Context: an optimization exercise on an open-source flow, tuned for small area. The choices shown serve that exercise and are no tape-out recipe.
In this exercise RTL edits were held to simulation tests only and were not proved equivalent to the original.
Power and IR drop assume default switching activity.

==> design/flow/design.v <==
module ssl(CLK, DIR1, DIR2, DIR3, DIR4, E1_1, E1_2, E1_3, E1_4,
           E2_1, E2_2, E2_3, E2_4, H1_1, H1_2, H1_3, H1_4,
           H2_1, H2_2, H2_3, H2_4, H3_1, H3_2, H3_3, H3_4,
           reset, Rx,
           An1, An2, An3, An4, Ap1, Ap2, Ap3, Ap4,
           Bn1, Bn2, Bn3, Bn4, Bp1, Bp2, Bp3, Bp4,
           Cn1, Cn2, Cn3, Cn4, Cp1, Cp2, Cp3, Cp4,
           speed1, speed2, speed3, speed4);
  input CLK;
  input DIR1, DIR2, DIR3, DIR4;
  input E1_1, E1_2, E1_3, E1_4;
  input E2_1, E2_2, E2_3, E2_4;
  input H1_1, H1_2, H1_3, H1_4;
  input H2_1, H2_2, H2_3, H2_4;
  input H3_1, H3_2, H3_3, H3_4;
  input reset;
  input Rx;
  output An1, An2, An3, An4, Ap1, Ap2, Ap3, Ap4;
  output Bn1, Bn2, Bn3, Bn4, Bp1, Bp2, Bp3, Bp4;
  output Cn1, Cn2, Cn3, Cn4, Cp1, Cp2, Cp3, Cp4;
  output speed1, speed2, speed3, speed4;
  wire [3:0] dir = {DIR4, DIR3, DIR2, DIR1};
  wire [3:0] qa  = {E1_4, E1_3, E1_2, E1_1};
  wire [3:0] qb  = {E2_4, E2_3, E2_2, E2_1};
  wire [3:0] h1i = {H1_4, H1_3, H1_2, H1_1};
  wire [3:0] h2i = {H2_4, H2_3, H2_2, H2_1};
  wire [3:0] h3i = {H3_4, H3_3, H3_2, H3_1};
  reg [16:0] tk;
  wire [16:0] tk_inc;
  rinc #(17) u_tkinc (.a(tk), .ci(1'b1), .s(tk_inc));
  always @(posedge CLK)
    if (!reset || tk == 17'd74999) tk <= 17'd0;
    else tk <= tk_inc;
  wire tk_lat = (tk == 17'd74997);    
  wire tk_clr = (tk == 17'd74998);    
  wire tk_ea  = (tk == 17'd74996);    
  wire tk_s0  = (tk == 17'd74994);
  wire tk_s1  = (tk == 17'd74995);
  wire tk_s3  = (tk == 17'd74997);
  wire tk_s4  = (tk == 17'd74998);
  wire tk_eb  = (tk == 17'd74997);    
  reg [6:0] pre;                      
  reg [6:0] pc;
  wire [6:0] pre_inc, pc_inc;
  rinc #(7) u_preinc (.a(pre), .ci(1'b1), .s(pre_inc));
  rinc #(7) u_pcinc (.a(pc), .ci(1'b1), .s(pc_inc));
  always @(posedge CLK)
    if (!reset || pre == 7'd83) pre <= 7'd0;
    else pre <= pre_inc;
  wire rise = (pre == 7'd41);
  always @(posedge CLK)
    if (!reset) pc <= 7'd0;
    else if (rise) pc <= pc_inc;
  reg r1, r2;
  always @(posedge CLK) begin r1 <= Rx; r2 <= r1; end
  reg [3:0] rph;                      
  wire [3:0] rph_inc;
  rinc #(4) u_rphinc (.a(rph), .ci(1'b1), .s(rph_inc));
  reg [9:0] rcnt;
  reg [7:0] rbyte;
  wire rend = (rcnt == 10'd867);
  wire [9:0] rcnt_inc, tq_inc;
  rinc #(10) u_rinc (.a(rcnt), .ci(1'b1), .s(rcnt_inc));
  rinc #(10) u_tinc (.a(tq), .ci(1'b1), .s(tq_inc));
  always @(posedge CLK) begin
    if (!reset) rph <= 4'd0;
    else case (rph)
      4'd0: if (!r2) rph <= 4'd1;
      4'd1: if (rcnt == 10'd433) rph <= r2 ? 4'd0 : 4'd2;
      4'd11: rph <= 4'd0;
      default: if (rend) rph <= rph_inc;
    endcase
    if (rph == 4'd0 || (rph == 4'd1 && rcnt == 10'd433) || rend) rcnt <= 10'd0;
    else rcnt <= rcnt_inc;
    if (rend && rph >= 4'd2 && rph <= 4'd9) rbyte <= {r2, rbyte[7:1]};
  end
  wire rdv = (rph == 4'd11);
  reg [1:0] spi;
  reg [7:0] sp [0:3];
  integer i;
  always @(posedge CLK)
    if (!reset) begin
      spi <= 2'd0;
      for (i = 0; i < 4; i = i + 1) sp[i] <= 8'd0;
    end else if (rdv) begin
      spi <= {spi[1] ^ spi[0], ~spi[0]};
      sp[spi] <= rbyte;
    end
  reg [3:0] seg;
  reg [9:0] tq;
  wire [3:0] seg_inc;
  rinc #(4) u_seginc (.a(seg), .ci(1'b1), .s(seg_inc));
  wire tseg_end = (seg == 4'd8) ? (tq == 10'd869) : (tq == 10'd867);
  always @(posedge CLK)
    if (!reset) begin seg <= 4'd8; tq <= 10'd868; end
    else if (tseg_end) begin
      tq <= 10'd0;
      seg <= (seg == 4'd9) ? 4'd0 : seg_inc;
    end else tq <= tq_inc;
  wire tx_load = (seg == 4'd8) && (tq == 10'd868);
  wire [3:0] pwm_o;
  wire [3:0] spd;
  wire [3:0] Ap, An, Bp, Bn, Cp, Cn;
  genvar m;
  generate for (m = 0; m < 4; m = m + 1) begin : mot
    reg x0;
    reg [7:0] cnt, total, txd;
    wire xe = qa[m] ^ qb[m];
    wire en = xe ^ x0;
    wire [7:0] cnt_inc;
    rinc #(8) u_cinc (.a(cnt), .ci(en), .s(cnt_inc));
    always @(posedge CLK) begin
      x0 <= xe;
      if (!reset) cnt <= {7'd0, en};
      else if (tk_clr) cnt <= 8'd0;
      else cnt <= cnt_inc;
      if (!reset) total <= 8'd0;
      else if (tk_lat) total <= cnt;
      if (tx_load) txd <= total;
    end
    assign spd[m] = seg[3] ? ~seg[0] : txd[seg[2:0]];
    wire [7:0] err;
    rsub #(8) u_err (.a(sp[m]), .b(total), .s(err));
    reg [7:0] e1, e2;
    reg [31:0] acc;
    wire [7:0] v = tk_s0 ? ~e1 : e2;
    wire [31:0] vx = {{24{v[7]}}, v};
    wire [31:0] op = tk_s0 ? {vx[28:0], 3'b0} :
                     tk_s1 ? {vx[30:0], 1'b0} :
                     tk_s3 ? {vx[26:0], 5'b0} :
                     tk_s4 ? {vx[28:0], 3'b0} : 32'd0;
    wire [31:0] acc_n;
    radd #(31) u_acc (.a(acc[31:1]), .b(op[31:1]), .ci(1'b0), .c3(tk_s0), .s(acc_n[31:1]));
    assign acc_n[0] = acc[0];
    always @(posedge CLK)
      if (!reset) begin
        acc <= 32'd0; e1 <= 8'd0; e2 <= 8'd0;
      end else begin
        acc <= acc_n;
        if (tk_ea) e2 <= err;
        if (tk_eb) e1 <= err;
      end
    wire [6:0] lvl = acc[31] ? 7'd0 : (|acc[30:7]) ? 7'd127 : acc[6:0];
    wire lgt;
    rgt #(7) u_gt (.a(lvl), .b(pc), .gt(lgt));
    reg po;
    always @(posedge CLK)
      if (!reset) po <= 1'b0;
      else if (rise) po <= lgt;
    wire h1 = dir[m] ? h1i[m] : ~h1i[m];
    wire h2 = dir[m] ? h2i[m] : ~h2i[m];
    wire h3 = dir[m] ? h3i[m] : ~h3i[m];
    assign Ap[m] = ~po | ~h1 | h2;
    assign An[m] =  po & ~h1 & h2;
    assign Bp[m] = ~po | ~h2 | h3;
    assign Bn[m] =  po & ~h2 & h3;
    assign Cp[m] = ~po | ~h3 | h1;
    assign Cn[m] =  po & ~h3 & h1;
  end endgenerate
  assign {Ap4, Ap3, Ap2, Ap1} = Ap;
  assign {An4, An3, An2, An1} = An;
  assign {Bp4, Bp3, Bp2, Bp1} = Bp;
  assign {Bn4, Bn3, Bn2, Bn1} = Bn;
  assign {Cp4, Cp3, Cp2, Cp1} = Cp;
  assign {Cn4, Cn3, Cn2, Cn1} = Cn;
  assign {speed4, speed3, speed2, speed1} = spd;
endmodule
module rinc #(parameter W = 8) (input [W-1:0] a, input ci, output [W-1:0] s);
  wire [W:0] c;
  assign c[0] = ci;
  genvar i;
  generate for (i = 0; i < W; i = i + 1) begin : b
    assign s[i] = a[i] ^ c[i];
    assign c[i+1] = a[i] & c[i];
  end endgenerate
endmodule
module radd #(parameter W = 8) (input [W-1:0] a, input [W-1:0] b, input ci, input c3, output [W-1:0] s);
  wire [W:0] c;
  assign c[0] = ci;
  genvar i;
  generate for (i = 0; i < W; i = i + 1) begin : b_
    wire cc = (i == 2) ? (c[i] | c3) : c[i];
    assign s[i] = a[i] ^ b[i] ^ cc;
    assign c[i+1] = (a[i] & b[i]) | (cc & (a[i] ^ b[i]));
  end endgenerate
endmodule
module rsub #(parameter W = 8) (input [W-1:0] a, input [W-1:0] b, output [W-1:0] s);
  wire [W:0] c;
  assign c[0] = 1'b1;
  genvar i;
  generate for (i = 0; i < W; i = i + 1) begin : b_
    wire nb = ~b[i];
    assign s[i] = a[i] ^ nb ^ c[i];
    assign c[i+1] = (a[i] & nb) | (c[i] & (a[i] ^ nb));
  end endgenerate
endmodule
module rgt #(parameter W = 8) (input [W-1:0] a, input [W-1:0] b, output gt);
  wire [W:0] g;
  assign g[0] = 1'b0;
  genvar i;
  generate for (i = 0; i < W; i = i + 1) begin : b_
    assign g[i+1] = (a[i] & ~b[i]) | (~(a[i] ^ b[i]) & g[i]);
  end endgenerate
  assign gt = g[W];
endmodule
==> design/flow/run.sh <==
#!/bin/bash
# synth_recipe.tcl (not shown) runs the flow's synth.tcl, then flattens the netlist and writes it again
# the make line also repeats each setting of config.mk as NAME=value (left out here)
make -C /OpenROAD-flow-scripts/flow DESIGN_CONFIG=/design/flow/config.mk WORK_HOME=/design/flow/orfs CLKGATE_MAP_FILE= SYNTH_SCRIPT=/design/flow/synth_recipe.tcl finish
==> design/flow/config.mk <==
export PLATFORM = sky130hd
export DESIGN_NAME = ssl
export DESIGN_NICKNAME = ssl
export VERILOG_FILES = /design/flow/design.v
export SDC_FILE = /design/flow/constraint.sdc
export NUM_CORES = 4
export LEC_CHECK = 0
export CAP_MARGIN = 20
export CORE_MARGIN = 2
export CORE_UTILIZATION = 40
export PLACE_DENSITY = 0.6
export SLEW_MARGIN = 20
==> design/flow/constraint.sdc <==
create_clock -name core_clock -period 10.0 [get_ports {CLK}]
set_input_delay 2.0000 -clock core_clock [delete_from_list [all_inputs] [get_ports {CLK}]]
set_output_delay 2.0000 -clock core_clock [all_outputs]
set_load 0.01 [all_outputs]
==> results_dict.tcl <==
set metrics [dict create \
    start_kind "flip-flop" \
    routed_via_density 4.95 \
    multi_input_area_mm2 0.0102 \
    initial_core_util_pct 40.2 \
    maxSlewViolCount 0 \
    synth_nets 2213 \
    rsz0062_at_grt "true" \
    num_rows 81 \
    synth.avg_cell_area_um2 10.1 \
    critical_path.endpoint_type "flip-flop" \
    setup.worst_path.class "flip-flop to flip-flop" \
    final_area_mm2 0.0233 \
    cts_buffers 45 \
    power.leakage_nw 8.77 \
    tritoncts "built" \
    routed_wl_um 41100 \
    cpMostUsedCell "fa_2" \
    track_usage_pct 16.8 \
    fin_cells 2733 \
    failed_checks "setup timing" \
    max_slew.worst_pin.slew_ps 1040 \
    die_height_um 225 \
    drv_cap 0 \
    postCtsSetupBuffers 0 \
    cts_buffer_depth 3 \
    final_util_pct 47.9 \
    antenna_found_initial 0 \
    grt_max_degree 99 \
    synth_edf_count 72 \
    min_period_ps 13150 \
    syn_inst 1933 \
    setup_viol 36 \
    hp-class "flip-flop to flip-flop" \
    first_pass_iters 6 \
    gp_congestion 0.861 \
    yosysSeqAreaShare_pct 44.1 \
    fin_ws_ps -3150 \
    post-place-cells 2650 \
    die_w_um 225 \
    htree_levels 2 \
    placed_area_mm2 0.0217 \
    yosysWarnings 1 \
    fp.dieArea_mm2 0.0507 \
    grt_pass1_wl_um 68100 \
    core_mm2 0.0486 \
    grt_pass1_vias 13400 \
    tns_ps -58150 \
    vdd_drop_max_mv 0.161 \
    dpl_worst_slack_ps -4230 \
    place_hpwl_um 29600 \
    gr-total-overflow 0 \
    ioPinCount 55 \
    required_ps 10460 \
    p_per_area_mw_per_mm2 166 \
    fin_nets 2356 \
    skew_ps 15.5 \
    drc_errors 0 \
    clk_latency_ps 580 \
    synth.distinct_cells 66 \
    clkTransAtPathRegs_ps 60 \
    drt_iter0_drc 739 \
    maxSlewHeadroom_pct 30.1 \
    ant_nets 0 \
    port_buffers 54 \
    clock-root-buffer "clkbuf_16" \
    wl_per_cell_um 15.1 \
    fillers 4503 \
    fmax_mhz 76.0 \
    cp.arrival_ps 13610 \
    crit_slowest_cell "or4b_4" \
    post-route-period-util_pct 132 \
    vias 13500 \
    cts.sinks 395 \
    area_growth_pct 19.0 \
    syn-cell-area_mm2 0.0196 \
    drive_gt1_share_pct 15.9 \
    crit_family "adder cells" \
    finalHoldViolCount 0 \
    register_area_mm2 0.00863 \
    cts_hold_buf 0 \
    antenna_cells 0 \
    status "finished with violations" \
    synth_flop_cell "dfxtp_1" \
    ys_ff_latch 395 \
    synth-async-reset-ratio_pct 0 \
    slowest_delay_ps 550 \
    path_buf_inv 0 \
    critPathMaxFanout 2 \
]
## layout make-up
class | instances | share of cell area (%)
clock buffer | 70 | 5.56
inverter | 175 | 2.84
multi-input combinational | 1275 | 43.9
timing repair buffer | 184 | 6.50
tap | 622 | 3.34
clock inverter | 12 | 0.843
sequential | 395 | 37.0
## placed cells by master, fill, tap and decap left out, types with 10 or more instances in the layout
master | Yosys | final
a211oi_1 | 65 | 65
a21o_1 | 18 | 18
a21oi_1 | 93 | 93
a22o_1 | 15 | 15
and2_1 | 86 | 86
and3_1 | 17 | 15
buf_4 | 4 | 129
clkbuf_1 | 59 | 16
clkbuf_16 | 0 | 45
clkdlybuf4s50_1 | 0 | 53
dfxtp_1 | 323 | 323
edfxtp_1 | 72 | 72
fa_1 | 140 | 40
fa_2 | 0 | 100
ha_1 | 113 | 111
inv_1 | 174 | 174
mux2_2 | 16 | 16
mux2i_1 | 13 | 13
nand2_1 | 164 | 164
nand2b_1 | 10 | 10
nand3_1 | 11 | 11
nor2_1 | 263 | 263
nor3_1 | 20 | 20
nor4_1 | 32 | 31
o21a_1 | 10 | 10
o21ai_0 | 66 | 64
xnor2_1 | 18 | 18
xor2_1 | 16 | 16
## cells in the mapped netlist, types with 4 or more instances
| cell | number | area (µm²) |
|---|---|---|
| buf_2 | 18 | 90.1 |
| a21oi_1 | 93 | 465 |
| nand2b_1 | 10 | 62.6 |
| a21o_1 | 18 | 135 |
| o21ai_0 | 66 | 330 |
| nand4_1 | 4 | 25.0 |
| nand2_1 | 164 | 616 |
| nor4_1 | 32 | 200 |
| buf_1 | 5 | 18.8 |
| inv_1 | 174 | 653 |
| o21a_1 | 10 | 75.1 |
| and2_1 | 86 | 538 |
| o32ai_1 | 4 | 35.0 |
| mux2_2 | 16 | 180 |
| nand3b_1 | 9 | 67.6 |
| a22o_1 | 15 | 131 |
| clkbuf_1 | 59 | 221 |
| nor2b_1 | 4 | 25.0 |
| fa_1 | 140 | 2800 |
| xor2_1 | 16 | 140 |
| ha_1 | 113 | 1410 |
| dfxtp_1 | 323 | 6470 |
| a221oi_1 | 9 | 78.8 |
| mux2i_1 | 13 | 130 |
| edfxtp_1 | 72 | 2160 |
| and3_1 | 17 | 106 |
| nor3_1 | 20 | 100 |
| xnor2_1 | 18 | 158 |
| nand4b_1 | 5 | 43.8 |
| buf_4 | 4 | 30.0 |
| a211oi_1 | 65 | 488 |
| o211ai_1 | 5 | 37.5 |
| nor2_1 | 263 | 987 |
| a2111oi_0 | 4 | 35.0 |
| nand3_1 | 11 | 55.1 |
## where the power goes
part           internal (mW)  switching [mW]  leakage (nW)
sequential              1.76          0.0593          3.32
clock                   1.02           0.645         0.732
combinational          0.158           0.235          4.72
total                   2.94           0.939          8.77
## what timing repair did
action                     in CTS  in global routing
setup endpoints to repair      39                 39
pin swaps                       3                  1
gates resized for setup        45                  3
## layer usage
| metal | vias to the layer above | track usage (%) | wire, µm |
|---|---|---|---|
| met5 | - | 0 | 0 |
| met4 | 0 | 4.98 | 934 |
| met3 | 62 | 3.10 | 1700 |
| met2 | 214 | 27.6 | 19100 |
| met1 | 6482 | 22.5 | 19400 |
| li1 | 6757 | - | - |
## sequential cells by signal, summed over array words and instances, names as in the netlist, 2 cells and up
name and count:
rbyte 8, mot.po 4, mot.total 32, sp 32, mot.cnt 32, rph 4
pc 7, spi 2, mot.e1 32, pre 7, mot.e2 32, rcnt 10
mot.acc 124, mot.txd 32, tq 10, tk 17, mot.x0 4, seg 4
## kinds of logic after synthesis
| logic type | after synthesis | share of synthesized area (%) |
|---|---|---|
| AOI/OAI and AO/OA | 308 | 10.1 |
| adders and majority gates | 253 | 21.5 |
| xor gates and xnor gates | 34 | 1.52 |
| buffers and inverters | 263 | 5.31 |
| DFF | 395 | 44.1 |
| and+or+nand+nor | 651 | 15.9 |
| muxes | 29 | 1.59 |
## path summary, 6_finish.rpt
path              slack (ps)  cells past startpoint              start                        end
hold reg to reg          330                      0         r1$_DFF_P_                 r2$_DFF_P_
setup reg to reg       -3150                     38  tk[11]$_SDFF_PP0_  mot[1].acc[31]$_SDFF_PN0_
setup / recovery       -3150                     38  tk[11]$_SDFF_PP0_  mot[1].acc[31]$_SDFF_PN0_
hold / removal           330                      0         r1$_DFF_P_                 r2$_DFF_P_
## through the flow
step / power [mW] / hold WS (ps)
final: 3.87 / 326
after global routing: 4.06 / 333
after CTS: 3.92 / 326
after detailed placement: 2.24 / 316
after global placement: 2.23 / 313
after floorplan: 2.11 / 310

## separate check: timing with driven ports
No port has a modelled driver above. Below, the same layout with a new extraction and two added sets of constraints.
Step 1, drivers: a clkbuf_16 drives CLK and a buf_2 each remaining input, both assumed.
Step 2 moves the port delays by t, midway between the first and last clock arrival at a register: inputs arrive t later, outputs are due t later. That takes back most of the time a late clock gives input paths.
Three values: ideal ports, drivers, drivers and shift; two values: the first two.
shift t [ns]: 0.619
setup WS [ns]: -3.151 / -3.151 / -3.151
hold slack, ns: 0.326 / 0.326 / 0.326
clock arrival spread, ns: 0.018 / 0.017
cell pins on the clock port's net: 1
The setup slack of this run moves by 0.000 ns with the drivers and by 0.000 ns with both steps.
